From an optimization exercise on the open Yosys and OpenROAD flow, aimed at small area; shortcuts taken in it are not production practice.
Where RTL was checked, it was by simulation tests only, not by an equivalence proof against the original.
For runs 2 to 4, only the layout was checked, not whether the RTL still works.
No driver is modelled on the clock port, so clocking that relies on it looks cheaper here than on a real chip.
Power is estimated from default activity; no workload was simulated.

==> flow/run.sh <==
#!/bin/bash
# Own layout flow: the standard flow (standard.sh) with these changes:
#  - synthesis maps with an area-oriented ABC script (flow/abc_area.script);
#  - synthesis extracts only full adders (extract_fa -fa): half adders are
#    left to ABC, which maps incrementers and comparators better than fixed
#    half-adder cells (and leaves none whose sum output ends up unused);
#  - port buffers are the smallest buffer (buf_1) instead of the default pick;
#  - CTS inserts no dummy loads, and clock buffers whose sinks see a slew
#    over 100 ps after CTS are upsized (flow/post_cts.tcl);
# Registers, floorplan, power grid, tap cells, repair and routing are the
# standard flow's.  Each tool's output goes to the ORFS logs under orfs/logs;
# make's own output goes to flow_make.log here.
set -euo pipefail
S=$PWD/scripts_area
rm -rf "$S"
cp -r "$FLOW_HOME/scripts" "$S"
cp flow/abc_area.script "$S/abc_area.script"
grep -q '^  extract_fa {\*}\[dont_use_extract_fa_args\]$' "$S/synth.tcl"
sed -i 's/^  extract_fa {\*}\[dont_use_extract_fa_args\]$/  extract_fa -fa/' "$S/synth.tcl"
grep -q '^  extract_fa -fa$' "$S/synth.tcl"
bash standard.sh SCRIPTS_DIR="$S" \
  BUFFER_PORTS_ARGS="-buffer_cell sky130_fd_sc_hd__buf_1" \
  CTS_ARGS="-sink_clustering_enable -repair_clock_nets -dont_use_dummy_load -buf_list sky130_fd_sc_hd__clkbuf_8" \
  POST_CTS_TCL="$PWD/flow/post_cts.tcl" \
  SKIP_CTS_REPAIR_TIMING=1 \
  finish > flow_make.log 2>&1
==> flow/abc_area.script <==
strash
&get -n
&deepsyn -J 100
&put
amap
topo
==> flow/post_cts.tcl <==
estimate_parasitics -placement
set upsized 0
foreach inst [[ord::get_db_block] getInsts] {
  set master [[$inst getMaster] getName]
  if {$master ne "sky130_fd_sc_hd__clkbuf_8"} { continue }
  set name [$inst getName]
  set out [get_pins -of_objects [get_cells $name] -filter "direction==output"]
  set net [get_nets -of_objects $out]
  set worst 0.0
  foreach pin [get_pins -of_objects $net -filter "direction==input"] {
    foreach e {rise fall} {
      set s [get_property $pin slew_max_$e]
      if {$s > $worst} { set worst $s }
    }
  }
  if {$worst > 0.100} {
    puts "post_cts: $name worst sink slew [format %.3f $worst] ns, upsizing to clkbuf_16"
    replace_cell $name sky130_fd_sc_hd__clkbuf_16
    incr upsized
  }
}
puts "post_cts: upsized $upsized clock buffers"
if {$upsized > 0} {
  detailed_placement
  check_placement -verbose
  estimate_parasitics -placement
}
==> standard.sh <==
#!/bin/bash
# synth_recipe.tcl (not shown) runs the flow's synth.tcl, then flattens the netlist and writes it again
# the make line also repeats each setting of config.mk as NAME=value (left out here)
make -C /OpenROAD-flow-scripts/flow DESIGN_CONFIG=/design/flow/config.mk WORK_HOME=/design/flow/orfs CLKGATE_MAP_FILE= SYNTH_SCRIPT=/design/flow/synth_recipe.tcl "${@:-finish}"
==> config.mk <==
export PLATFORM = sky130hd
export DESIGN_NAME = music_player_top
export DESIGN_NICKNAME = music_player_top
export VERILOG_FILES = /design/flow/design.v
export SDC_FILE = /design/flow/constraint.sdc
export NUM_CORES = 8
export LEC_CHECK = 0
export ABC_AREA = 1
export CAP_MARGIN = 20
export CORE_MARGIN = 2
export CORE_UTILIZATION = 40
export CTS_BUF_LIST = sky130_fd_sc_hd__clkbuf_8
export GPL_TIMING_DRIVEN = 0
export SLEW_MARGIN = 20
==> constraint.sdc <==
create_clock -name core_clock -period 10.0 [get_ports {clk}]
set_input_delay 2.0000 -clock core_clock [delete_from_list [all_inputs] [get_ports {clk}]]
set_output_delay 2.0000 -clock core_clock [all_outputs]
set_load 0.01 [all_outputs]
==> design.v <==
module D_FF 
(
d,  
clk, 
q);
parameter WIDTH = 1;
input clk;
input [WIDTH-1:0] d;
output [WIDTH-1:0] q;
reg [WIDTH-1:0] q;
always @ (posedge clk) 
q <= d;
endmodule
module rca(a, b, ci, s, co);
   parameter W = 8;
   input [W-1:0] a, b;
   input ci;
   output [W-1:0] s;
   output co;
   wire [W:0] c;
   assign c[0] = ci;
   genvar i;
   generate for (i = 0; i < W; i = i + 1) begin : bit_
      assign s[i] = a[i] ^ b[i] ^ c[i];
      assign c[i+1] = (a[i] & b[i]) | (c[i] & (a[i] ^ b[i]));
   end endgenerate
   assign co = c[W];
endmodule
module inc(a, ci, s);
   parameter W = 8;
   input [W-1:0] a;
   input ci;
   output [W-1:0] s;
   wire [W:0] c;
   assign c[0] = ci;
   genvar i;
   generate for (i = 0; i < W; i = i + 1) begin : bit_
      assign s[i] = a[i] ^ c[i];
      assign c[i+1] = a[i] & c[i];
   end endgenerate
endmodule
module DIV_N(clk, reset, out);
   input clk;
   input reset;
   output out;
   parameter n = 17;
   localparam [16:0] ODD = 17'h0aaaa;
   reg [16:0] p;
   wire low_zero = (p[15:0] == ODD[15:0]);         
   wire fb = p[16] ^ ~p[13] ^ low_zero;             
   assign out = p[16] & low_zero;                   
   always @(posedge clk)
      if (reset) p <= ODD;
      else p <= {~p[15:0], fb};
endmodule
module button_press_unit(clk, reset, in, out);
   input clk;
   input reset;
   input in;
   output out;
   reg ff1, ff2;
   always @(posedge clk) begin
      ff1 <= in;
      ff2 <= ff1;
   end
   wire en;
   DIV_N #(17) div_inst(.clk(clk), .reset(reset), .out(en));
   reg [1:0] state;
   reg [2:0] timer;
   wire timer_done = &timer;
   wire timer_clr = ~state[0];
   wire [2:0] timer1;
   inc #(3) u_tinc(.a(timer), .ci(1'b1), .s(timer1));
   always @(posedge clk) begin
      if (reset | timer_clr) timer <= 3'd0;
      else if (en) timer <= timer1;
      if (reset) state <= 2'b00;
      else case (state)
         2'b00: if (~ff2) state <= 2'b01;
         2'b01: if (timer_done) state <= 2'b10;
         2'b10: if (ff2) state <= 2'b11;
         2'b11: if (timer_done) state <= 2'b00;
      endcase
   end
   wire debounced = state[0] | state[1];
   reg last;
   always @(posedge clk) last <= debounced;
   assign out = debounced & ~last;
endmodule
module mcu(clk, reset, play_button, next, play, song, reset_play, song_done);
   input clk, reset;
   input song_done, play_button, next;
   output reg play, reset_play;
   output reg [1:0] song;
   reg waiting;
   always @(posedge clk) begin
      if (reset) begin
         waiting <= 1'b0;
         play <= 1'b0;
         song <= 2'd0;
         reset_play <= 1'b1;
      end else if (~waiting) begin
         waiting <= 1'b1;
         reset_play <= 1'b0;
      end else if (song_done) begin
         waiting <= 1'b0;
         play <= 1'b0;
         reset_play <= 1'b1;
      end else if (next) begin
         waiting <= 1'b0;
         play <= 1'b1;
         reset_play <= 1'b1;
         song <= {song[1] ^ song[0], ~song[0]};
      end else if (~play_button) begin
         waiting <= 1'b0;
         play <= 1'b1;
         reset_play <= 1'b0;
      end
   end
endmodule
module song_rom(dout, addr);
  output [11:0] dout;
  input [6:0] addr;
  assign dout =
    (addr[6] ?
      (addr[5] ?
        12'h0 :
        (addr[4] ?
          (addr[3] ?
            (addr[2] ?
              (addr[1] ?
                (addr[0] ?
                  12'h1a :
                  12'hbd0) :
                (addr[0] ?
                  12'hb86 :
                  12'h1c)) :
              (addr[1] ?
                (addr[0] ?
                  12'hb0e :
                  12'hac6) :
                (addr[0] ?
                  12'h3c :
                  12'hb28))) :
            (addr[2] ?
              (addr[1] ?
                (addr[0] ?
                  12'ha88 :
                  12'hb08) :
                (addr[0] ?
                  12'hbc8 :
                  12'hc48)) :
              (addr[1] ?
                (addr[0] ?
                  12'hcb8 :
                  12'hcc6) :
                (addr[0] ?
                  12'ha :
                  12'hbc8)))) :
          (addr[3] ?
            (addr[2] ?
              (addr[1] ?
                (addr[0] ?
                  12'hb06 :
                  12'ha) :
                (addr[0] ?
                  12'hcc8 :
                  12'hd06)) :
              (addr[1] ?
                (addr[0] ?
                  12'ha :
                  12'hbc8) :
                (addr[0] ?
                  12'hb86 :
                  12'ha))) :
            (addr[2] ?
              (addr[1] ?
                (addr[0] ?
                  12'hb08 :
                  12'hac6) :
                (addr[0] ?
                  12'h22 :
                  12'hbc8)) :
              (addr[1] ?
                (addr[0] ?
                  12'hb86 :
                  12'h22) :
                (addr[0] ?
                  12'hb08 :
                  12'hac6)))))) :
      (addr[5] ?
        (addr[4] ?
          (addr[3] ?
            (addr[2] ?
              (addr[1] ?
                (addr[0] ?
                  12'ha89 :
                  12'h789) :
                (addr[0] ?
                  12'h949 :
                  12'h8c9)) :
              (addr[1] ?
                (addr[0] ?
                  12'h949 :
                  12'h992) :
                (addr[0] ?
                  12'h949 :
                  12'h789))) :
            (addr[2] ?
              (addr[1] ?
                (addr[0] ?
                  12'h952 :
                  12'h8c9) :
                (addr[0] ?
                  12'h789 :
                  12'h8d2)) :
              (addr[1] ?
                (addr[0] ?
                  12'h792 :
                  12'h952) :
                (addr[0] ?
                  12'h8c9 :
                  12'h949)))) :
          (addr[3] ?
            (addr[2] ?
              (addr[1] ?
                (addr[0] ?
                  12'h992 :
                  12'h792) :
                (addr[0] ?
                  12'h952 :
                  12'h792)) :
              (addr[1] ?
                (addr[0] ?
                  12'h8d2 :
                  12'h7a4) :
                (addr[0] ?
                  12'h952 :
                  12'h892))) :
            (addr[2] ?
              (addr[1] ?
                (addr[0] ?
                  12'h8d2 :
                  12'h952) :
                (addr[0] ?
                  12'h992 :
                  12'h8d2)) :
              (addr[1] ?
                (addr[0] ?
                  12'h952 :
                  12'h9b6) :
                (addr[0] ?
                  12'haa4 :
                  12'h8e4))))) :
        (addr[4] ?
          (addr[3] ?
            (addr[2] ?
              (addr[1] ?
                12'h0 :
                12'h940) :
              (addr[1] ?
                (addr[0] ?
                  12'h8c8 :
                  12'h5cc) :
                (addr[0] ?
                  12'h848 :
                  12'h54c))) :
            (addr[2] ?
              (addr[1] ?
                (addr[0] ?
                  12'h808 :
                  12'h50c) :
                (addr[0] ?
                  12'h788 :
                  12'h48c)) :
              (addr[1] ?
                (addr[0] ?
                  12'h708 :
                  12'h40c) :
                (addr[0] ?
                  12'h6c8 :
                  12'h3cc)))) :
          (addr[3] ?
            (addr[2] ?
              (addr[1] ?
                (addr[0] ?
                  12'h648 :
                  12'h34c) :
                (addr[0] ?
                  12'h2c8 :
                  12'hecc)) :
              (addr[1] ?
                (addr[0] ?
                  12'h248 :
                  12'he4c) :
                (addr[0] ?
                  12'h208 :
                  12'he0c))) :
            (addr[2] ?
              (addr[1] ?
                (addr[0] ?
                  12'h188 :
                  12'hd8c) :
                (addr[0] ?
                  12'h108 :
                  12'hd0c)) :
              (addr[1] ?
                (addr[0] ?
                  12'hc8 :
                  12'hccc) :
                (addr[0] ?
                  12'h48 :
                  12'hc4c)))))));
endmodule
module song_reader(clk, reset, play, song, song_done, note, duration, new_note, note_done);
   input clk, reset, play, note_done;
   input [1:0] song;
   output [5:0] note;
   output [5:0] duration;
   output song_done;
   output reg new_note;
   localparam RESET = 2'b00, NEW_NOTE = 2'b01, WAIT = 2'b11, NEXT_NOTE = 2'b10;
   reg [1:0] state;
   reg [4:0] sound_m1;       
   reg song_temp_done;
   reg ld_zero;              
   reg [1:0] song_d;         
   reg [6:0] rom_addr;       
   wire [4:0] sound_p1;
   inc #(5) u_sinc(.a(sound_m1), .ci(1'b1), .s(sound_p1));
   always @(posedge clk) begin
      ld_zero <= ~reset & (state == RESET);
      song_d <= song;
      if (ld_zero) rom_addr <= 7'd0;
      else if ((state == WAIT) & new_note) rom_addr <= {song_d, sound_m1};
      if (reset)
         state <= RESET;
      else case (state)
         RESET: begin
            new_note <= 1'b0;
            sound_m1 <= 5'd31;
            song_temp_done <= 1'b1;
            if (play) state <= NEW_NOTE;
         end
         NEW_NOTE: begin
            new_note <= 1'b1;
            sound_m1 <= sound_p1;
            song_temp_done <= (sound_m1 == 5'd30);
            state <= WAIT;
         end
         WAIT: begin
            new_note <= 1'b0;
            if (~play) state <= RESET;
            else if (note_done) state <= NEXT_NOTE;
         end
         NEXT_NOTE: begin
            new_note <= 1'b0;
            state <= NEW_NOTE;
         end
      endcase
   end
   wire [11:0] sig;
   song_rom new_rom(.dout(sig), .addr(rom_addr));
   assign note = sig[11:6];
   assign duration = sig[5:0];
   reg std_last;
   always @(posedge clk) std_last <= song_temp_done;
   assign song_done = song_temp_done & ~std_last;
endmodule
module frequency_rom(dout, addr);
  output [19:0] dout;
  input [5:0] addr;
  wire [6:0] d =
    (addr[5] ?
      (addr[4] ?
        (addr[3] ?
          (addr[2] ?
            (addr[1] ?
              (addr[0] ?
                7'h2 :
                7'h1) :
              (addr[0] ?
                7'h0 :
                7'h1b)) :
            (addr[1] ?
              (addr[0] ?
                7'h1a :
                7'h19) :
              (addr[0] ?
                7'h18 :
                7'h17))) :
          (addr[2] ?
            (addr[1] ?
              (addr[0] ?
                7'h16 :
                7'h15) :
              (addr[0] ?
                7'h14 :
                7'h13)) :
            (addr[1] ?
              (addr[0] ?
                7'h12 :
                7'h11) :
              (addr[0] ?
                7'h10 :
                7'h2b)))) :
        (addr[3] ?
          (addr[2] ?
            (addr[1] ?
              (addr[0] ?
                7'h2a :
                7'h29) :
              (addr[0] ?
                7'h28 :
                7'h27)) :
            (addr[1] ?
              (addr[0] ?
                7'h26 :
                7'h25) :
              (addr[0] ?
                7'h24 :
                7'h23))) :
          (addr[2] ?
            (addr[1] ?
              (addr[0] ?
                7'h22 :
                7'h21) :
              (addr[0] ?
                7'h20 :
                7'h3b)) :
            (addr[1] ?
              (addr[0] ?
                7'h3a :
                7'h39) :
              (addr[0] ?
                7'h38 :
                7'h37))))) :
      (addr[4] ?
        (addr[3] ?
          (addr[2] ?
            (addr[1] ?
              (addr[0] ?
                7'h36 :
                7'h35) :
              (addr[0] ?
                7'h34 :
                7'h33)) :
            (addr[1] ?
              (addr[0] ?
                7'h32 :
                7'h31) :
              (addr[0] ?
                7'h30 :
                7'h4b))) :
          (addr[2] ?
            (addr[1] ?
              (addr[0] ?
                7'h4a :
                7'h49) :
              (addr[0] ?
                7'h48 :
                7'h47)) :
            (addr[1] ?
              (addr[0] ?
                7'h46 :
                7'h45) :
              (addr[0] ?
                7'h44 :
                7'h43)))) :
        (addr[3] ?
          (addr[2] ?
            (addr[1] ?
              (addr[0] ?
                7'h42 :
                7'h41) :
              (addr[0] ?
                7'h40 :
                7'h5b)) :
            (addr[1] ?
              (addr[0] ?
                7'h5a :
                7'h59) :
              (addr[0] ?
                7'h58 :
                7'h57))) :
          (addr[2] ?
            (addr[1] ?
              (addr[0] ?
                7'h56 :
                7'h55) :
              (addr[0] ?
                7'h54 :
                7'h53)) :
            (addr[1] ?
              (addr[0] ?
                7'h52 :
                7'h51) :
              (addr[0] ?
                7'h50 :
                7'hf))))));
  wire [3:0] r = d[3:0];
  wire [19:0] l =
    (r[3] ?
      (r[2] ?
        20'h0 :
        (r[1] ?
          (r[0] ?
            20'h8da74 :
            20'h85cd6) :
          (r[0] ?
            20'h7e4b0 :
            20'h77200))) :
      (r[2] ?
        (r[1] ?
          (r[0] ?
            20'h70a3c :
            20'h6a278) :
          (r[0] ?
            20'h645a0 :
            20'h5e8ca)) :
        (r[1] ?
          (r[0] ?
            20'h596de :
            20'h547ae) :
          (r[0] ?
            20'h4f87d :
            20'h4b17e))));
  assign dout = l >> d[6:4];
endmodule
module sine_rom(seg, sel, coef);
  input [3:0] seg;
  input [1:0] sel;
  output [19:0] coef;
  wire [5:0] addr = {seg, sel};
  assign coef =
    (addr[5] ?
      (addr[4] ?
        (addr[3] ?
          (addr[2] ?
            (addr[1] ?
              (addr[0] ?
                20'hfb13c :
                20'h9cf8) :
              (addr[0] ?
                20'hfb240 :
                20'hfff7c)) :
            (addr[1] ?
              (addr[0] ?
                20'hec826 :
                20'h133e6) :
              (addr[0] ?
                20'hfb697 :
                20'hffe9b))) :
          (addr[2] ?
            (addr[1] ?
              (addr[0] ?
                20'hd4da6 :
                20'h1beec) :
              (addr[0] ?
                20'hfbdee :
                20'hffdaa)) :
            (addr[1] ?
              (addr[0] ?
                20'hb5045 :
                20'h238d4) :
              (addr[0] ?
                20'hfc7af :
                20'hffce3)))) :
        (addr[3] ?
          (addr[2] ?
            (addr[1] ?
              (addr[0] ?
                20'h8e39a :
                20'h29cce) :
              (addr[0] ?
                20'hfd3c7 :
                20'hffc1a)) :
            (addr[1] ?
              (addr[0] ?
                20'h61f7c :
                20'h2e707) :
              (addr[0] ?
                20'hfe1b0 :
                20'hffb69))) :
          (addr[2] ?
            (addr[1] ?
              (addr[0] ?
                20'h31f21 :
                20'h314c9) :
              (addr[0] ?
                20'hff082 :
                20'hffb13)) :
            (addr[1] ?
              (addr[0] ?
                20'hfffe0 :
                20'h32438) :
              (addr[0] ?
                20'hffff8 :
                20'hffae2))))) :
      (addr[4] ?
        (addr[3] ?
          (addr[2] ?
            (addr[1] ?
              (addr[0] ?
                20'hfb13c :
                20'h9cf8) :
              (addr[0] ?
                20'hfb240 :
                20'hfff7c)) :
            (addr[1] ?
              (addr[0] ?
                20'hec826 :
                20'h133e6) :
              (addr[0] ?
                20'hfb697 :
                20'hffe9b))) :
          (addr[2] ?
            (addr[1] ?
              (addr[0] ?
                20'hd4da6 :
                20'h1beec) :
              (addr[0] ?
                20'hfbdee :
                20'hffdaa)) :
            (addr[1] ?
              (addr[0] ?
                20'hb5045 :
                20'h238d4) :
              (addr[0] ?
                20'hfc7af :
                20'hffce3)))) :
        (addr[3] ?
          (addr[2] ?
            (addr[1] ?
              (addr[0] ?
                20'h8e39a :
                20'h29cce) :
              (addr[0] ?
                20'hfd3c7 :
                20'hffc1a)) :
            (addr[1] ?
              (addr[0] ?
                20'h61f7c :
                20'h2e707) :
              (addr[0] ?
                20'hfe1b0 :
                20'hffb69))) :
          (addr[2] ?
            (addr[1] ?
              (addr[0] ?
                20'h31f21 :
                20'h314c9) :
              (addr[0] ?
                20'hff082 :
                20'hffb13)) :
            (addr[1] ?
              (addr[0] ?
                20'h11 :
                20'h32438) :
              (addr[0] ?
                20'hffff8 :
                20'hffae2))))));
endmodule
module sine_reader(clk, reset, rst_phase, step_size, gen, sample);
   input clk, reset, rst_phase, gen;
   input [19:0] step_size;
   output [15:0] sample;
   reg rst_d, gen_d, carry;
   reg [21:0] acc_phase;
   wire [10:0] lo_next;
   wire [10:0] hi_sum;
   wire lo_co;
   rca #(11) u_lo(.a(rst_d ? 11'd0 : acc_phase[10:0]), .b(gen ? step_size[10:0] : 11'd0),
                  .ci(1'b0), .s(lo_next), .co(lo_co));
   rca #(11) u_hi(.a(acc_phase[21:11]), .b(gen_d ? {2'b00, step_size[19:11]} : 11'd0),
                  .ci(gen_d & carry), .s(hi_sum), .co());
   always @(posedge clk) begin
      rst_d <= rst_phase;
      gen_d <= gen;
      carry <= lo_co;
      acc_phase <= {rst_d ? 11'd0 : hi_sum, lo_next};
   end
   wire h = acc_phase[20];
   wire [10:0] n_next;
   inc #(11) u_ninc(.a({1'b0, acc_phase[19:10] ^ {10{h}}}), .ci(h), .s(n_next));
   reg sgn;
   reg [10:0] n;
   always @(posedge clk)
      if (reset) begin
         sgn <= 1'b0;
         n <= 11'd0;
      end else if (gen) begin
         sgn <= acc_phase[21] & ~rst_d;
         n <= n_next;
      end
   wire [3:0] seg = n[10:7];
   wire [7:0] xs = {n[6:0], 1'b0};
   reg [1:0] stage;
   reg [2:0] sub;
   reg [18:0] acc;
   reg [18:0] p;
   wire done = (stage == 2'd3) & (sub == 3'd1);
   wire load = (sub == 3'd0) & (stage != 2'd3);
   wire [19:0] coef;
   sine_rom coef_rom(.seg(seg), .sel(stage), .coef(coef));
   wire [19:0] opb = (sub == 3'd0) ? coef : (xs[sub] ? {acc[18], acc} : 20'd0);
   wire [19:0] sum;
   rca #(20) u_add(.a({p[18], p}), .b(opb), .ci(1'b0), .s(sum), .co());
   wire [4:0] cnt1;
   inc #(5) u_cinc(.a({stage, sub}), .ci(1'b1), .s(cnt1));
   always @(posedge clk)
      if (reset | gen) begin
         stage <= 2'd0;
         sub <= 3'd0;
         p <= 19'd0;
      end else if (~done) begin
         {stage, sub} <= cnt1;
         if (load) begin
            acc <= sum[18:0];
            p <= 19'd0;
         end else
            p <= sum[19:1];
      end
   assign sample = {sgn, p[18:4] ^ {15{sgn}}};
endmodule
module note_player(clk, reset, play_enable, note_to_load, duration_to_load,
                   done_with_note, load_new_note, beat, gen, step_size);
   input clk;
   input reset;
   input play_enable;
   input [5:0] note_to_load;
   input [5:0] duration_to_load;
   input load_new_note;
   output reg done_with_note;
   input beat;
   input gen;
   output [19:0] step_size;
   reg playing;
   reg timer_done;
   reg [5:0] note;
   reg [5:0] note_d;
   reg [5:0] count_number;
   wire [5:0] count_p;
   inc #(6) u_cinc(.a(count_number), .ci(beat), .s(count_p));
   always @(posedge clk) begin
      if (~gen) note_d <= note;    
      if (reset) begin
         playing <= 1'b0;
         note <= 6'd0;
         done_with_note <= 1'b0;
      end else if (playing & timer_done) begin
         playing <= 1'b0;
         note <= note_to_load;
         done_with_note <= 1'b1;
      end else if (~play_enable) begin
         playing <= 1'b0;
         note <= 6'd0;
         done_with_note <= 1'b0;
      end else if (~load_new_note) begin
         playing <= 1'b1;
         done_with_note <= 1'b0;
      end else begin
         playing <= 1'b0;
         note <= note_to_load;
         done_with_note <= 1'b0;
      end
      if (~playing) begin
         count_number <= 6'd0;
         timer_done <= 1'b0;
      end else if (count_number == duration_to_load) begin
         count_number <= 6'd0;
         timer_done <= 1'b1;
      end else begin
         count_number <= count_p;
         timer_done <= 1'b0;
      end
   end
   frequency_rom rom_inst(.dout(step_size), .addr(note_d));
endmodule
module beat_generator(clk, ci, co, clear);
   parameter CounterBits = 10;
   parameter N = 1000;
   input clk, ci;
   input clear;
   output reg co;
   reg [9:0] count;
   wire last = (count == 10'h2b2);
   always @(posedge clk)
      if (clear) begin
         count <= 10'd0;
         co <= 1'b0;
      end else begin
         if (ci) count <= last ? 10'd0 : {count[8:0], ~(count[9] ^ count[6])};
         co <= ci & last;
      end
endmodule
module codec_conditioner(clk, reset, new_sample_in, generate_next_sample, New_Frame, valid_sample);
   input clk;
   input reset;
   input [15:0] new_sample_in;
   output generate_next_sample;
   input New_Frame;
   output [15:0] valid_sample;
   reg previous_new_frame;
   reg [15:0] current;
   always @(posedge clk) begin
      previous_new_frame <= reset ? 1'b0 : New_Frame;
      current <= reset ? 16'd0 : valid_sample;
   end
   assign generate_next_sample = New_Frame & ~previous_new_frame;
   assign valid_sample = generate_next_sample ? new_sample_in : current;
endmodule
module music_player(clk, reset, play_button, next, New_Frame, sample_out, play, song);
   input clk;
   input reset;
   input play_button;
   input next;
   input New_Frame;
   output [15:0] sample_out;
   output play;
   output [1:0] song;
   wire reset_play;
   wire song_done;
   mcu mcu(.clk(clk), .reset(reset), .play_button(play_button), .next(next),
      .play(play), .reset_play(reset_play), .song(song), .song_done(song_done));
   wire rst_play = reset | reset_play;
   wire [5:0] note_to_play;
   wire [5:0] duration_for_note;
   wire new_note;
   wire note_done;
   song_reader song_reader(.clk(clk), .reset(rst_play), .play(play), .song(song),
      .song_done(song_done), .note(note_to_play), .duration(duration_for_note),
      .new_note(new_note), .note_done(note_done));
   wire beat;
   wire gen;
   wire [19:0] step_size;
   note_player note_player(.clk(clk), .reset(rst_play), .play_enable(play),
      .note_to_load(note_to_play), .duration_to_load(duration_for_note),
      .load_new_note(new_note), .done_with_note(note_done), .beat(beat), .gen(gen),
      .step_size(step_size));
   wire [15:0] note_sample;
   sine_reader sine_reader(.clk(clk), .reset(reset), .rst_phase(rst_play),
      .step_size(step_size), .gen(gen), .sample(note_sample));
   beat_generator #(.N(1000), .CounterBits(10)) beat_generator(.clk(clk),
      .ci(gen), .co(beat), .clear(reset));
   codec_conditioner codec_conditioner(.clk(clk), .reset(reset),
      .new_sample_in(note_sample), .generate_next_sample(gen),
      .New_Frame(New_Frame), .valid_sample(sample_out));
endmodule
module music_player_top(
	 play_button,   
	 next_button,   
	 reset_n,       
	 clk,
	 New_Frame,
	 sample_out,
	 play_led,
	 song_led);
	input 	clk;
	input 	play_button;
	input 	next_button;
	input    reset_n;
	input  New_Frame;
	output [15:0] sample_out;
	wire reset = ~reset_n;
	output [1:0] song_led;
	output play_led;
	wire next;
	button_press_unit next_button_press_unit(
	   .clk(clk),
	   .reset(reset),
	   .in(next_button),
	   .out(next));
	wire play;
	wire[1:0]song;
	music_player music_player_inst(
      .clk(clk),
      .reset(reset),
      .play_button(play_button),
      .next(next), 
      .New_Frame(New_Frame), 
      .sample_out(sample_out),
  	   .play(play),
		.song(song));
  assign	play_led=~play;
  assign song_led=~song;  
   endmodule
==> out/results.ini, run 1 <==
[yosys]
synth_edf_count = 32
synth_warnings = 8
synth.most_common_cell = clkinv_1
ys_top_cells_by_count = clkinv_1, nor2_1, dfxtp_1
synth_top_area_share_pct = 31.87
synthFlopType = dfxtp_1
syn-mean-instance-area_um2 = 8.180
synth.yosys.seq_area_share_pct = 42.27
synth_area_um2 = 9235
synth_top_cell_by_area = dfxtp_1
syn-num-nets = 1171
synth_cells = 1129
ys_types = 46
ys_async_sr_fraction_pct = 0
ys_ff_latch = 179
netlist_top_cells_area = dfxtp_1, edfxtp_1, fa_1

[cells_and_area]
final_util_pct = 44.76
drive_gt1_share_pct = 3.970
n_antenna_cell = 0
final_nets = 1228
area_growth_pct = 9.728

[die]
coreArea_um2 = 22640
initial_core_util_pct = 40.79
die-width_um = 155.9
num_rows = 55
num_io_pins = 24
dieArea_um2 = 24320
die_h_um = 155.9

[global_route]
grt_max_degree = 35
grt_pass1_vias = 7733
grt.overflow.total = 0
grt_usage_pct = 20.09
antenna_found_initial = 0
grt_first_pass_wirelength_mm = 39.31

[drt]
ant_nets = 0
wire_per_inst_um = 16.10
drt_iter0_markers = 875
drc_errors = 0
vias_per_cell = 5.568
drt_wl_total_mm = 23.65
dr_total_vias = 8179
drt-pass1-iter-count = 7

[worst_setup_path]
crit_slowest_cell = dfxtp_2
cp_max_fo = 20
cp_top_family = adder cells
worstRegToRegCells = 25
critPathMaxStageDelay_ns = 0.59
cp_common_cell = fa_1
arrival_ns = 9.86
crit_buf_inv = 2
critPathLaunchType = flip-flop
path_class = reg -> reg
worst-path-stages = 25
end_kind = flip-flop
required_ns = 10.28

[placement]
hpwl_mm = 17.48
gp_congestion = 0.9372
place_ws_ns = -0.1883
port_buffers = 23

[cts]
clk_latency_ns = 0.39
cts_tree = yes
numClockSinks = 179
path_clk_slew_ns = 0.07

[timing]
fin_crit_ns = 9.579
relSlewSlack_pct = 33.85
finalMaxSlewViolations = 0
fin_setup_tns_ns = 0
period_share_pct = 95.79
clock.fmax_mhz = 104.4
finalClockSkew_ns = 0.03167
tightest_slew_ns = 0.9922
setup_viol = 0
whs_ns = 0.3287
rsz0062_at_grt = no
fin_ws_ns = 0.4213
finalHoldViolations = 0

[status]
status = finished clean

[power_and_ir_drop]
power_density_nw_per_um2 = 135.9
peakVddDrop_mv = 0.08849
leakagePower_nw = 3.461
p_total_mw = 1.377

[job]
drv_cap = 0

[min_path]
min_path_cells = 0
hold_class = reg -> reg

-- power by group --
part | internal [mW] | leakage [nW] | total [mW] | switching [mW]
clock | 0.187 | 0.143 | 0.421 | 0.234
sequential | 0.768 | 1.49 | 0.784 | 0.0166
combinational | 0.0591 | 1.83 | 0.172 | 0.113
-- worst reg2reg max path, cell delays in order, from the launching register on --
cell and delay (ns):
dfxtp_2 0.59, clkinvlp_4 0.32, nand2_1 0.22, o221ai_1 0.15, nor3_1 0.27, o32ai_1 0.17, fa_1 0.46, fa_1 0.42
fa_1 0.42, fa_1 0.43, fa_1 0.43, fa_1 0.43, fa_1 0.43, fa_1 0.42, fa_1 0.43, fa_1 0.43
fa_1 0.43, fa_1 0.42, fa_1 0.44, fa_1 0.44, fa_1 0.45, fa_1 0.41, clkinv_1 0.07, fa_1 0.20
fa_1 0.44, o22ai_1 0.19
-- kinds of logic after synthesis --
logic type,share of synthesized area (%)
flops,42.27
compound gates,22.83
simple gates,19.20
buf+inv,7.641
fa+ha+maj,8.021
other cells,0.04061
-- worst paths after layout --
kind / start / slack [ns] / end
setup / recovery: music_player_inst.sine_reader.n[9]$_SDFFE_PN0P_ / 0.42 / music_player_inst.sine_reader.p[17]$_SDFFE_PP0N_
hold / removal: next_button_press_unit.ff1$_DFF_P_ / 0.33 / next_button_press_unit.ff2$_DFF_P_
setup reg to reg: music_player_inst.sine_reader.n[9]$_SDFFE_PN0P_ / 0.42 / music_player_inst.sine_reader.p[17]$_SDFFE_PP0N_
hold reg to reg: next_button_press_unit.ff1$_DFF_P_ / 0.33 / next_button_press_unit.ff2$_DFF_P_
-- flip-flops by register name, indices dropped and copies added, names as in the netlist, 2 cells and up --
register and flops:
music_player_inst.sine_reader.acc_phase 22, music_player_inst.sine_reader.acc 19, music_player_inst.sine_reader.p 19, next_button_press_unit.div_inst.p 17
music_player_inst.codec_conditioner.current 16, music_player_inst.sine_reader.n 11, music_player_inst.beat_generator.count 10, music_player_inst.song_reader.rom_addr 7
music_player_inst.note_player.count_number 6, music_player_inst.note_player.note 6, music_player_inst.note_player.note_d 6, music_player_inst.song_reader.sound_m1 5
music_player_inst.sine_reader.sub 3, next_button_press_unit.timer 3, music_player_inst.mcu.song 2, music_player_inst.sine_reader.stage 2
music_player_inst.song_reader.song_d 2, music_player_inst.song_reader.state 2, next_button_press_unit.state 2
-- metrics by stage --
step / instance area, um^2 / std cells
after floorplan: 9235 / 1129
after global placement: 9678 / 1437
after detailed placement: 9701 / 1438
after global routing: 10130 / 1469
final: 10130 / 1469
-- placed cells by master (no fill, tap or decap), types with 4 or more instances in the layout --
cell        instances
nand4_1             4
o32ai_1             4
nor3_1             35
o21ai_0            92
clkbuf_16           4
dfxtp_1           142
dfxtp_2             4
buf_1              23
a22o_1              5
clkbuf_8           13
nor4_1              8
o311a_1             6
o221ai_1            8
a222oi_1           10
a221oi_1            4
clkinv_1          182
nor2b_1            34
or2_0               9
o21a_1             11
o2111ai_1           7
a31oi_1             9
fa_1               37
clkinvlp_4          4
a2111oi_0          11
edfxtp_1           32
buf_4              13
or4_1               6
o211ai_1           17
nor2_1            172
nand3_1            12
a21oi_1            51
nand2_1           112
a211oi_1            6
o22ai_1            45
-- routing by layer --
layer / part of all wire [%] / up-vias / GRT usage [%] / wire length (um)
met2: 43 / 262 / 30.00 / 10190
met3: 5.4 / 43 / 4.333 / 1268
met1: 49 / 3795 / 29.04 / 11690
li1: - / 4079 / - / -
met4: 2.1 / 0 / 6.378 / 503
met5: 0 / - / 0 / 0
-- final cells by class --
cell class                      count  area, um^2
Clock buffer                       17       279.0
Sequential cell                   179        3913
Fill cell                        2259       12510
Timing Repair Buffer               38       210.2
Multi-Input combinational cell    762        4654
Tap cell                          285       356.6
Inverter                          188       720.7
==> inputs of run 2 (changes only) <==
--- a/design.v
+++ b/design.v
@@ -708,19 +708,13 @@
    rca #(20) u_add(.a({p[18], p}), .b(opb), .ci(1'b0), .s(sum), .co());
    wire [4:0] cnt1;
    inc #(5) u_cinc(.a({stage, sub}), .ci(1'b1), .s(cnt1));
-   always @(posedge clk)
-      if (reset | gen) begin
-         stage <= 2'd0;
-         sub <= 3'd0;
-         p <= 19'd0;
-      end else if (~done) begin
-         {stage, sub} <= cnt1;
-         if (load) begin
-            acc <= sum[18:0];
-            p <= 19'd0;
-         end else
-            p <= sum[19:1];
-      end
+   wire clr = reset | gen | load;
+   always @(posedge clk) begin
+      if (reset | gen) {stage, sub} <= 5'd0;
+      else if (~done) {stage, sub} <= cnt1;
+      if (load & ~reset & ~gen) acc <= sum[18:0];
+      if (clr | ~done) p <= clr ? 19'd0 : sum[19:1];
+   end
    assign sample = {sgn, p[18:4] ^ {15{sgn}}};
 endmodule
 module note_player(clk, reset, play_enable, note_to_load, duration_to_load,
--- a/flow/run.sh
+++ b/flow/run.sh
@@ -7,6 +7,8 @@
 #  - port buffers are the smallest buffer (buf_1) instead of the default pick;
 #  - CTS inserts no dummy loads, and clock buffers whose sinks see a slew
 #    over 100 ps after CTS are upsized (flow/post_cts.tcl);
+#  - power recovery (downsizing cells off the critical paths) after global
+#    routing's timing repair.
 # Registers, floorplan, power grid, tap cells, repair and routing are the
 # standard flow's.  Each tool's output goes to the ORFS logs under orfs/logs;
 # make's own output goes to flow_make.log here.
@@ -21,6 +23,6 @@
 bash standard.sh SCRIPTS_DIR="$S" \
   BUFFER_PORTS_ARGS="-buffer_cell sky130_fd_sc_hd__buf_1" \
   CTS_ARGS="-sink_clustering_enable -repair_clock_nets -dont_use_dummy_load -buf_list sky130_fd_sc_hd__clkbuf_8" \
+  RECOVER_POWER=100 \
   POST_CTS_TCL="$PWD/flow/post_cts.tcl" \
-  SKIP_CTS_REPAIR_TIMING=1 \
   finish > flow_make.log 2>&1
==> flow/abc_area.script (replaced) <==
strash
&get -n
&deepsyn -J 100
&put
amap -F 4 -A 10
topo
--- a/config.mk
+++ b/config.mk
@@ -11,4 +11,5 @@
 export CORE_UTILIZATION = 40
 export CTS_BUF_LIST = sky130_fd_sc_hd__clkbuf_8
 export GPL_TIMING_DRIVEN = 0
+export PLACE_DENSITY = 0.8
 export SLEW_MARGIN = 20
==> out/results.ini, run 2 <==
[status]
status = complete, but fails checks
so_faults = capacitance limit, slew limit

[drt]
vias_per_cell = 5.668
wire_per_inst_um = 15.25
drt_iter0_markers = 702
ant_nets = 0
drc_errors = 0
dr_total_vias = 8111
drt_wl_total_mm = 21.82
drt-pass1-iter-count = 6

[worst_setup_path]
crit_slowest_cell = fa_2
cp_common_cell = fa_2
end_kind = flip-flop
critPathMaxStageDelay_ns = 0.40
critPathLaunchType = flip-flop
arrival_ns = 9.76
cp_max_fo = 12
path_class = reg -> reg
required_ns = 10.13

[cells_and_area]
fill_cells = 2184
final_area_um2 = 10260
multi_input_area_um2 = 4710
final_common_cell = nor2_1
area_growth_pct = 10.32
largestRegisters = music_player_inst.sine_reader.acc_phase x22, music_player_inst.sine_reader.acc x19, music_player_inst.sine_reader.p x19
final_util_pct = 45.17
finalNonFillerCells = 1431
final_cell_mix = nor2_1, clkinv_1, dfxtp_1
final_nets = 1190
regArea_um2 = 4103
drive_gt1_share_pct = 6.021
regMostFlops = music_player_inst.sine_reader.acc_phase
n_antenna_cell = 0
largest_reg_flops = 22

[global_route]
grt_pass1_vias = 7967
antenna_found_initial = 0
grt_usage_pct = 18.42
grt_first_pass_wirelength_mm = 36.98
grt_max_degree = 43
grt.overflow.total = 0

[yosys]
syn-mean-instance-area_um2 = 8.500
syn-num-nets = 1136
synthFlopType = dfxtp_1
synth_top_area_share_pct = 27.56
synth_warnings = 8
ys_ff_latch = 179
synth_area_um2 = 9299
ys_types = 46
synth.most_common_cell = nor2_1
synth_edf_count = 51
synth_top_cell_by_area = dfxtp_1
synth.yosys.seq_area_share_pct = 44.03
ys_top_cells_by_count = nor2_1, clkinv_1, dfxtp_1
netlist_top_cells_area = dfxtp_1, edfxtp_1, nor2_1
synth_cells = 1094
ys_async_sr_fraction_pct = 0

[placement]
place_ws_ns = -0.9511
port_buffers = 23
hpwl_mm = 15.75
gp_congestion = 0.9398
place_area_um2 = 9882
place_inst = 1407

[cts]
cts_tree = yes
path_clk_slew_ns = 0.09
numClockSinks = 179
clk_latency_ns = 0.38

[power_and_ir_drop]
leakagePower_nw = 3.468
peakVddDrop_mv = 0.1001
power_density_nw_per_um2 = 146.0

[die]
coreArea_um2 = 22710
die-width_um = 156.5
num_rows = 55
die_h_um = 156.5
initial_core_util_pct = 40.95
num_io_pins = 24
dieArea_um2 = 24480

[timing]
finalMaxSlewViolations = 114
relSlewSlack_pct = -6.703
period_share_pct = 96.33
finalClockSkew_ns = 0.03201
fin_crit_ns = 9.633
rsz0062_at_grt = no
fin_ws_ns = 0.3670
tightest_slew_ns = 1.601
finalHoldViolations = 0
setup_viol = 0
fin_setup_tns_ns = 0
clock.fmax_mhz = 103.8

[job]
drv_cap = 4

[min_path]
hold_class = reg -> reg

[run 2: cell types whose count changed in the layout (fill, tap and decap cells not counted), moves of 16 or more]
cell	change
o221a_1	+16
dfxtp_1	-17
edfxtp_1	+19
clkinv_1	-16
fa_2	+18
nor2_1	+40
fa_1	-18
nand2_1	-54
o22ai_1	-18
[run 2: cell families after synthesis]
group	share of synthesized area (%)
buffers and inverters	6.943
DFF	44.03
adders and majority gates	7.966
xor gates and xnor gates	0.09420
other	0.04033
and+or+nand+nor	17.92
AOI/OAI and AO/OA	23.01
[run 2: layout make-up]
class                   instances  share of cell area (%)
clock buffers                  17                   2.500
multi-input cells             743                   45.91
inverters                     172                   6.440
well taps                     285                   3.476
flip-flops and latches        179                   39.99
repair buffers                 35                   1.683
[run 2: per-layer routing]
layer  global-route usage [%]  part of all wire, %  vias up
li1                         -                    -     3983
met5                        0                    0        -
met1                    23.85                   45     3829
met3                    2.742                  5.4       35
met2                    31.38                   48      264
met4                    6.597                  1.7        0
[run 2: critical path, delay by kind of cell, from the launching register on]
kind            cells  cell delay [ns]
compound gates      6             0.81
simple gates        8             1.08
fa+ha+maj          18             6.79
flops               1             0.39
buf+inv             3             0.28
[run 2: path summary, 6_finish.rpt]
check,start,depth (start not counted),endpoint,slack (ns)
max,music_player_inst.sine_reader.stage[1]$_SDFFE_PP0N_,35,music_player_inst.sine_reader.p[18]$_SDFFCE_PP0P_,0.37
min,next_button_press_unit.ff1$_DFF_P_,0,next_button_press_unit.ff2$_DFF_P_,0.33
max reg2reg,music_player_inst.sine_reader.stage[1]$_SDFFE_PP0N_,35,music_player_inst.sine_reader.p[18]$_SDFFCE_PP0P_,0.37
min reg2reg,next_button_press_unit.ff1$_DFF_P_,0,next_button_press_unit.ff2$_DFF_P_,0.33
[run 2: stage by stage]
step / hold WS (ns) / power, mW
2_1_floorplan: 0.3096 / 1.036
3_3_place_gp: 0.3109 / 1.097
3_5_place_dp: 0.3132 / 1.112
5_1_grt: 0.3508 / 1.571
6_report: 0.3323 / 1.498
[run 2: where the power goes]
part | total, mW | leakage, nW | internal [mW] | switching [mW]
sequential | 0.819 | 1.57 | 0.794 | 0.0256
clock | 0.391 | 0.132 | 0.170 | 0.221
combinational | 0.288 | 1.76 | 0.104 | 0.183
==> inputs of run 3 (changes only) <==
--- a/design.v
+++ b/design.v
@@ -697,25 +697,24 @@
    wire [7:0] xs = {n[6:0], 1'b0};
    reg [1:0] stage;
    reg [2:0] sub;
-   reg [18:0] acc;
+   reg [19:0] acc;
    reg [18:0] p;
    wire done = (stage == 2'd3) & (sub == 3'd1);
-   wire load = (sub == 3'd0) & (stage != 2'd3);
+   wire load = (sub == 3'd0);
    wire [19:0] coef;
    sine_rom coef_rom(.seg(seg), .sel(stage), .coef(coef));
-   wire [19:0] opb = (sub == 3'd0) ? coef : (xs[sub] ? {acc[18], acc} : 20'd0);
+   wire [19:0] opb = load ? coef : (xs[sub] ? acc : 20'd0);
    wire [19:0] sum;
    rca #(20) u_add(.a({p[18], p}), .b(opb), .ci(1'b0), .s(sum), .co());
    wire [4:0] cnt1;
    inc #(5) u_cinc(.a({stage, sub}), .ci(1'b1), .s(cnt1));
-   wire clr = reset | gen | load;
    always @(posedge clk) begin
       if (reset | gen) {stage, sub} <= 5'd0;
       else if (~done) {stage, sub} <= cnt1;
-      if (load & ~reset & ~gen) acc <= sum[18:0];
-      if (clr | ~done) p <= clr ? 19'd0 : sum[19:1];
+      if (load) acc <= sum;
+      p <= (reset | gen | load) ? 19'd0 : sum[19:1];
    end
-   assign sample = {sgn, p[18:4] ^ {15{sgn}}};
+   assign sample = {sgn, acc[19:5] ^ {15{sgn}}};
 endmodule
 module note_player(clk, reset, play_enable, note_to_load, duration_to_load,
                    done_with_note, load_new_note, beat, gen, step_size);
--- a/flow/run.sh
+++ b/flow/run.sh
@@ -7,8 +7,6 @@
 #  - port buffers are the smallest buffer (buf_1) instead of the default pick;
 #  - CTS inserts no dummy loads, and clock buffers whose sinks see a slew
 #    over 100 ps after CTS are upsized (flow/post_cts.tcl);
-#  - power recovery (downsizing cells off the critical paths) after global
-#    routing's timing repair.
 # Registers, floorplan, power grid, tap cells, repair and routing are the
 # standard flow's.  Each tool's output goes to the ORFS logs under orfs/logs;
 # make's own output goes to flow_make.log here.
@@ -23,6 +21,5 @@
 bash standard.sh SCRIPTS_DIR="$S" \
   BUFFER_PORTS_ARGS="-buffer_cell sky130_fd_sc_hd__buf_1" \
   CTS_ARGS="-sink_clustering_enable -repair_clock_nets -dont_use_dummy_load -buf_list sky130_fd_sc_hd__clkbuf_8" \
-  RECOVER_POWER=100 \
   POST_CTS_TCL="$PWD/flow/post_cts.tcl" \
   finish > flow_make.log 2>&1
==> flow/abc_area.script (replaced) <==
strash
&get -n
&deepsyn -J 100
&put
amap
topo
--- a/config.mk
+++ b/config.mk
@@ -11,5 +11,4 @@
 export CORE_UTILIZATION = 40
 export CTS_BUF_LIST = sky130_fd_sc_hd__clkbuf_8
 export GPL_TIMING_DRIVEN = 0
-export PLACE_DENSITY = 0.8
 export SLEW_MARGIN = 20
==> out/results.ini, run 3 <==
[status]
status = finished clean

[timing]
relSlewSlack_pct = 35.86
tightest_slew_ns = 0.9563
fin_ws_ns = 0.4346
fin_setup_tns_ns = 0
clock.fmax_mhz = 104.5
period_share_pct = 95.65
finalMaxSlewViolations = 0
finalClockSkew_ns = 0.03046
finalHoldViolations = 0
setup_viol = 0
fin_crit_ns = 9.565

[yosys]
syn-num-nets = 1162
ys_async_sr_fraction_pct = 0
ys_types = 45
synth_area_um2 = 9194
synth_edf_count = 33
synth_top_cell_by_area = dfxtp_1
netlist_top_cells_area = dfxtp_1, edfxtp_1, nor2_1
synth_cells = 1120
synth_top_area_share_pct = 32.01
synth_warnings = 8
synth.yosys.seq_area_share_pct = 42.79
synth.most_common_cell = nor2_1
synthFlopType = dfxtp_1
ys_ff_latch = 180
syn-mean-instance-area_um2 = 8.209
ys_top_cells_by_count = nor2_1, clkinv_1, dfxtp_1

[worst_setup_path]
path_class = reg -> reg
cp_max_fo = 12
critPathLaunchType = flip-flop
cp_common_cell = fa_2
end_kind = flip-flop
arrival_ns = 9.72
critPathMaxStageDelay_ns = 0.39
ff2ff_setup_slack_ns = 0.43
crit_start = music_player_inst.sine_reader.stage[0]$_SDFFE_PP0N_
required_ns = 10.16
crit_slowest_cell = fa_2
r2r-start = music_player_inst.sine_reader.stage[0]$_SDFFE_PP0N_

[min_path]
hold_class = reg -> reg
hp-start = next_button_press_unit.ff1$_DFF_P_

[cells_and_area]
area_growth_pct = 11.02
final_common_cell = nor2_1
final_nets = 1221
largestRegisters = music_player_inst.sine_reader.acc_phase x22, music_player_inst.sine_reader.acc x20, music_player_inst.sine_reader.p x19
regMostFlops = music_player_inst.sine_reader.acc_phase
final_cell_mix = nor2_1, clkinv_1, dfxtp_1
final_area_um2 = 10210
final_util_pct = 45.22
drive_gt1_share_pct = 6.287
n_antenna_cell = 0
fill_cells = 2245
largest_reg_flops = 22

[placement]
place_area_um2 = 9774
gp_congestion = 0.9625
place_ws_ns = -0.8292
hpwl_mm = 15.15
port_buffers = 23

[cts]
clk_latency_ns = 0.38
path_clk_slew_ns = 0.09
cts_tree = yes
numClockSinks = 180

[power_and_ir_drop]
peakVddDrop_mv = 0.1096
p_total_mw = 1.577
leakagePower_nw = 3.552
power_density_nw_per_um2 = 154.5

[die]
dieArea_um2 = 24210
coreArea_um2 = 22570
num_io_pins = 24
initial_core_util_pct = 40.73
die-width_um = 155.6
die_h_um = 155.6
num_rows = 55

[global_route]
grt_max_degree = 40
grt_usage_pct = 18.07
grt_first_pass_wirelength_mm = 36.07
antenna_found_initial = 0
grt_pass1_vias = 7386
grt.overflow.total = 0

[job]
drv_cap = 0

[drt]
ant_nets = 0
drt_iter0_markers = 751
vias_per_cell = 5.398
dr_total_vias = 7892
drt-pass1-iter-count = 5
wire_per_inst_um = 14.44
drc_errors = 0
drt_wl_total_mm = 21.11

[run 3: through the flow]
step	instances	hold slack, ns
after floorplan	1120	0.3096
after global placement	1428	0.3153
after detailed placement	1434	0.3171
after global routing	1462	0.3459
final	1462	0.3378
[run 3: layout make-up]
class,instances,area [um^2],area share (%)
flip-flops and latches,180,3945,38.65
inverters,183,710.7,6.962
well taps,285,356.6,3.493
repair buffers,40,231.5,2.268
clock buffers,17,267.8,2.623
multi-input cells,757,4696,46.00
[run 3: where the power goes]
part	leakage [nW]	switching (mW)	total, mW	internal [mW]
combinational	1.89	0.205	0.329	0.124
sequential	1.52	0.0381	0.843	0.805
clock	0.138	0.226	0.404	0.178
[run 3: logic make-up (layout without fill, tap and decap cells)]
| group | Yosys count | count (layout) | synth area share, % |
|---|---|---|---|
| flip-flops | 180 | 180 | 42.79 |
| adder cells (fa/ha/maj) | 37 | 37 | 8.057 |
| buffers and inverters | 183 | 240 | 7.471 |
| AND/OR/NAND/NOR | 406 | 406 | 18.58 |
| AO/OA/AOI/OAI | 312 | 312 | 22.97 |
| other | 1 | 1 | 0.04079 |
| XOR/XNOR | 1 | 1 | 0.09528 |
[run 3: critical path, delay by kind of cell (launching register included)]
family / cells / cell delay, ns
AND/OR/NAND/NOR: 8 / 1.14
adder cells (fa/ha/maj): 18 / 6.77
AO/OA/AOI/OAI: 6 / 0.80
flip-flops: 1 / 0.36
buffers and inverters: 3 / 0.25
[run 3: routing by layer]
layer	part of all wire, %	global-route usage, %
met4	1.6	4.937
met2	44	27.35
met5	0	0
met3	4.2	3.111
met1	50	26.67
[run 3: worst paths after layout]
check / depth (start not counted) / endpoint
worst min register to register: 0 / next_button_press_unit.ff2$_DFF_P_
worst max-delay path: 35 / music_player_inst.sine_reader.acc[19]$_DFFE_PP_
worst max register to register: 35 / music_player_inst.sine_reader.acc[19]$_DFFE_PP_
worst min-delay path: 0 / next_button_press_unit.ff2$_DFF_P_
==> inputs of run 4 (changes only) <==
--- a/design.v
+++ b/design.v
@@ -685,36 +685,44 @@
    inc #(11) u_ninc(.a({1'b0, acc_phase[19:10] ^ {10{h}}}), .ci(h), .s(n_next));
    reg sgn;
    reg [10:0] n;
-   always @(posedge clk)
-      if (reset) begin
-         sgn <= 1'b0;
-         n <= 11'd0;
-      end else if (gen) begin
-         sgn <= acc_phase[21] & ~rst_d;
-         n <= n_next;
-      end
+   always @(posedge clk) begin
+      if (reset) sgn <= 1'b0;
+      else if (gen) sgn <= acc_phase[21] & ~rst_d;
+      if (gen) n <= n_next;
+   end
    wire [3:0] seg = n[10:7];
    wire [7:0] xs = {n[6:0], 1'b0};
    reg [1:0] stage;
    reg [2:0] sub;
-   reg [19:0] acc;
+   reg [18:0] acc;
    reg [18:0] p;
    wire done = (stage == 2'd3) & (sub == 3'd1);
-   wire load = (sub == 3'd0);
+   wire load = (sub == 3'd0) & (stage != 2'd3);
    wire [19:0] coef;
    sine_rom coef_rom(.seg(seg), .sel(stage), .coef(coef));
-   wire [19:0] opb = load ? coef : (xs[sub] ? acc : 20'd0);
+   wire [19:0] opb = (sub == 3'd0) ? coef : (xs[sub] ? {acc[18], acc} : 20'd0);
    wire [19:0] sum;
    rca #(20) u_add(.a({p[18], p}), .b(opb), .ci(1'b0), .s(sum), .co());
    wire [4:0] cnt1;
    inc #(5) u_cinc(.a({stage, sub}), .ci(1'b1), .s(cnt1));
-   always @(posedge clk) begin
-      if (reset | gen) {stage, sub} <= 5'd0;
-      else if (~done) {stage, sub} <= cnt1;
-      if (load) acc <= sum;
-      p <= (reset | gen | load) ? 19'd0 : sum[19:1];
-   end
-   assign sample = {sgn, acc[19:5] ^ {15{sgn}}};
+   always @(posedge clk)
+      if (reset) begin
+         stage <= 2'd3;
+         sub <= 3'd1;
+         p <= 19'd0;
+      end else if (gen) begin
+         stage <= 2'd0;
+         sub <= 3'd0;
+         p <= 19'd0;
+      end else if (~done) begin
+         {stage, sub} <= cnt1;
+         if (load) begin
+            acc <= sum[18:0];
+            p <= 19'd0;
+         end else
+            p <= sum[19:1];
+      end
+   assign sample = {sgn, p[18:4] ^ {15{sgn}}};
 endmodule
 module note_player(clk, reset, play_enable, note_to_load, duration_to_load,
                    done_with_note, load_new_note, beat, gen, step_size);
@@ -795,13 +803,15 @@
    input New_Frame;
    output [15:0] valid_sample;
    reg previous_new_frame;
+   reg reset_d;
    reg [15:0] current;
    always @(posedge clk) begin
-      previous_new_frame <= reset ? 1'b0 : New_Frame;
-      current <= reset ? 16'd0 : valid_sample;
+      previous_new_frame <= New_Frame;
+      reset_d <= reset;
+      current <= valid_sample;
    end
    assign generate_next_sample = New_Frame & ~previous_new_frame;
-   assign valid_sample = generate_next_sample ? new_sample_in : current;
+   assign valid_sample = (generate_next_sample | reset_d) ? new_sample_in : current;
 endmodule
 module music_player(clk, reset, play_button, next, New_Frame, sample_out, play, song);
    input clk;
==> out/results.ini, run 4 <==
[worst_setup_path]
cp_max_fo = 7
crit_start = music_player_inst.sine_reader.n[7]$_DFFE_PP_
arrival_ns = 9.75
cp_common_cell = buf_4
crit_buf_inv = 19
crit_slowest_cell = fa_1
worst-path-stages = 46
critPathMaxStageDelay_ns = 0.43
ff2ff_setup_slack_ns = 0.47
crit_end = music_player_inst.sine_reader.p[18]$_SDFFE_PP0N_
cp_top_family = adder cells
worstRegToRegCells = 46
required_ns = 10.22
end_kind = flip-flop
timing.rr.end = music_player_inst.sine_reader.p[18]$_SDFFE_PP0N_
path_class = reg -> reg
r2r-start = music_player_inst.sine_reader.n[7]$_DFFE_PP_
critPathLaunchType = flip-flop

[drt]
ant_nets = 0
route.met2.wl_mm = 9.716
vias_per_cell = 5.484
drt-pass1-iter-count = 5
drt_iter0_markers = 615
drt_wl_total_mm = 21.89
dr_total_vias = 7842
wl_met3_mm = 1.069
wl_met1_mm = 10.72
drc_errors = 0
top_layer = met4
wire_per_inst_um = 15.31

[die]
num_io_pins = 24
die_h_um = 155.0
coreArea_um2 = 22500
num_rows = 55
initial_core_util_pct = 40.55
die-width_um = 155.0
dieArea_um2 = 24040

[cells_and_area]
n_antenna_cell = 0
regMostFlops = music_player_inst.sine_reader.acc_phase
drive_gt1_share_pct = 6.725
regArea_um2 = 4039
largestRegisters = music_player_inst.sine_reader.acc_phase x22, music_player_inst.sine_reader.acc x19, music_player_inst.sine_reader.p x19
multi_input_area_um2 = 4727
final_common_cell = nor2_1
fill_cells = 2227
final_nets = 1189
area_growth_pct = 11.94
largest_reg_flops = 22
final_area_um2 = 10210
finalNonFillerCells = 1430
final_cell_mix = nor2_1, dfxtp_1, clkinv_1

[yosys]
synth.yosys.seq_area_share_pct = 44.21
synth_warnings = 8
ys_ff_latch = 180
synth_cells = 1074
ys_async_sr_fraction_pct = 0
syn-num-nets = 1116
synthFlopType = dfxtp_1
synth_top_cell_by_area = dfxtp_1
ys_top_cells_by_count = nor2_1, dfxtp_1, clkinv_1
synth_top_area_share_pct = 30.06
synth.most_common_cell = nor2_1
synth_area_um2 = 9125
synth_edf_count = 43
syn-mean-instance-area_um2 = 8.496
netlist_top_cells_area = dfxtp_1, edfxtp_1, nor2_1
ys_types = 49

[min_path]
hold_class = reg -> reg

[timing]
whs_ns = 0.3347
clock.fmax_mhz = 105.0
finalClockSkew_ns = 0.03297
period_share_pct = 95.26
finalMaxSlewViolations = 0
setup_viol = 0
relSlewSlack_pct = 32.71
rsz0062_at_grt = no
fin_setup_tns_ns = 0
finalHoldViolations = 0
fin_crit_ns = 9.526
tightest_slew_ns = 1.009

[cts]
numClockSinks = 180
clk_latency_ns = 0.39
cts_tree = yes
path_clk_slew_ns = 0.08

[global_route]
antenna_found_initial = 0
grt_usage_pct = 18.92
grt_first_pass_wirelength_mm = 37.04
grt_pass1_vias = 7380
grt.overflow.total = 0
grt_max_degree = 30

[placement]
place_inst = 1387
hpwl_mm = 15.72
port_buffers = 23
place_area_um2 = 9646
gp_congestion = 0.9069

[power_and_ir_drop]
p_total_mw = 1.656
power_density_nw_per_um2 = 162.1
leakagePower_nw = 3.659
peakVddDrop_mv = 0.09737

[status]
status = finished clean

[job]
drv_cap = 0

==> run 4: cell types whose count changed after synthesis, sizes merged, moves of 9 or more <==
cell    before  now
nand2       77  101
o221ai      23   11
a22oi       11   24
o21ai       78  100
o22a         7   24
nor2       233  218
edfxtp      33   43
clkinv     183  122
dfxtp      147  137
a21oi       64   54
o22ai       24   15
==> run 4: worst min-delay path by stage <==
stage,cells past startpoint,start,to,slack (ns)
final,0,next_button_press_unit.ff1$_DFF_P_,next_button_press_unit.ff2$_DFF_P_,0.33
after global routing,0,next_button_press_unit.ff1$_DFF_P_,next_button_press_unit.ff2$_DFF_P_,0.35
after detailed placement,0,next_button_press_unit.ff1$_DFF_P_,next_button_press_unit.ff2$_DFF_P_,0.32
after global placement,0,next_button_press_unit.ff1$_DFF_P_,next_button_press_unit.ff2$_DFF_P_,0.32
after floorplan,0,next_button_press_unit.ff1$_DFF_P_,next_button_press_unit.ff2$_DFF_P_,0.31
==> run 4: cell families (layout without fill, tap and decap cells) <==
logic type               after synthesis  in the layout  synth area share, %
flip-flops                           180            180                44.21
XOR/XNOR                               1              1              0.09600
AO/OA/AOI/OAI                        314            314                23.10
other                                  1              1              0.04110
adder cells (fa/ha/maj)               37             37                8.117
AND/OR/NAND/NOR                      418            418                19.37
buffers and inverters                123            194                5.060
==> run 4: layout make-up <==
type                            instances  share of cell area (%)
Tap cell                              285                   3.491
Sequential cell                       180                   39.54
Buffer                                  1                 0.03675
Timing Repair Buffer                   54                   3.356
Clock buffer                           17                   2.732
Inverter                              122                   4.569
Multi-Input combinational cell        771                   46.28
==> run 4: power breakdown <==
group | internal [mW] | switching [mW]
sequential | 0.807 | 0.0355
clock | 0.187 | 0.234
combinational | 0.149 | 0.243
==> run 4: metal layers <==
layer / vias up / GRT usage, %
met5: - / 0
met4: 0 / 5.556
met3: 32 / 3.872
met2: 215 / 29.08
met1: 3626 / 26.98
li1: 3969 / -
==> run 4: through the flow <==
| step | util (%) | setup slack (ns) |
|---|---|---|
| finish | 45.39 | 0.4740 |
| floorplan | - | 0.4425 |
| detailed placement | 42.86 | -0.9980 |
| global placement | 42.52 | -0.9808 |
| global route | 45.39 | 0.01182 |

static timing again, ports no longer ideal:
In the flow no input, the clock included, has a driving cell. The finished layouts below were timed again as built, in two steps. Step 1 sets driving cells, clkbuf_16 on the clock port and buf_2 on the other inputs (assumed; they add their load-dependent delay and slew). Step 2 times the ports against the registers' clock, not the clock port: input delays grow and output delays shrink by t, the midpoint of the rising clock arrivals with the driver on. Three values: no drivers, after step 1, after step 2; two values: the first two.
| run | shift t [ns] | setup WS [ns] | worst hold slack (ns) | clock arrival spread, ns | worst data-port slew with drivers (ns) |
|---|---|---|---|---|---|
| run 1 | 0.420 | 0.421 / 0.421 / 0.421 | 0.329 / 0.329 / 0.329 | 0.041 / 0.041 | 0.03 |
| run 2 | 0.416 | 0.367 / 0.367 / 0.367 | 0.332 / 0.332 / 0.332 | 0.038 / 0.038 | 0.04 |
| run 3 | 0.420 | 0.435 / 0.435 / 0.435 | 0.338 / 0.338 / 0.338 | 0.043 / 0.042 | 0.03 |
| run 4 | 0.421 | 0.474 / 0.474 / 0.474 | 0.335 / 0.335 / 0.335 | 0.033 / 0.033 | 0.03 |
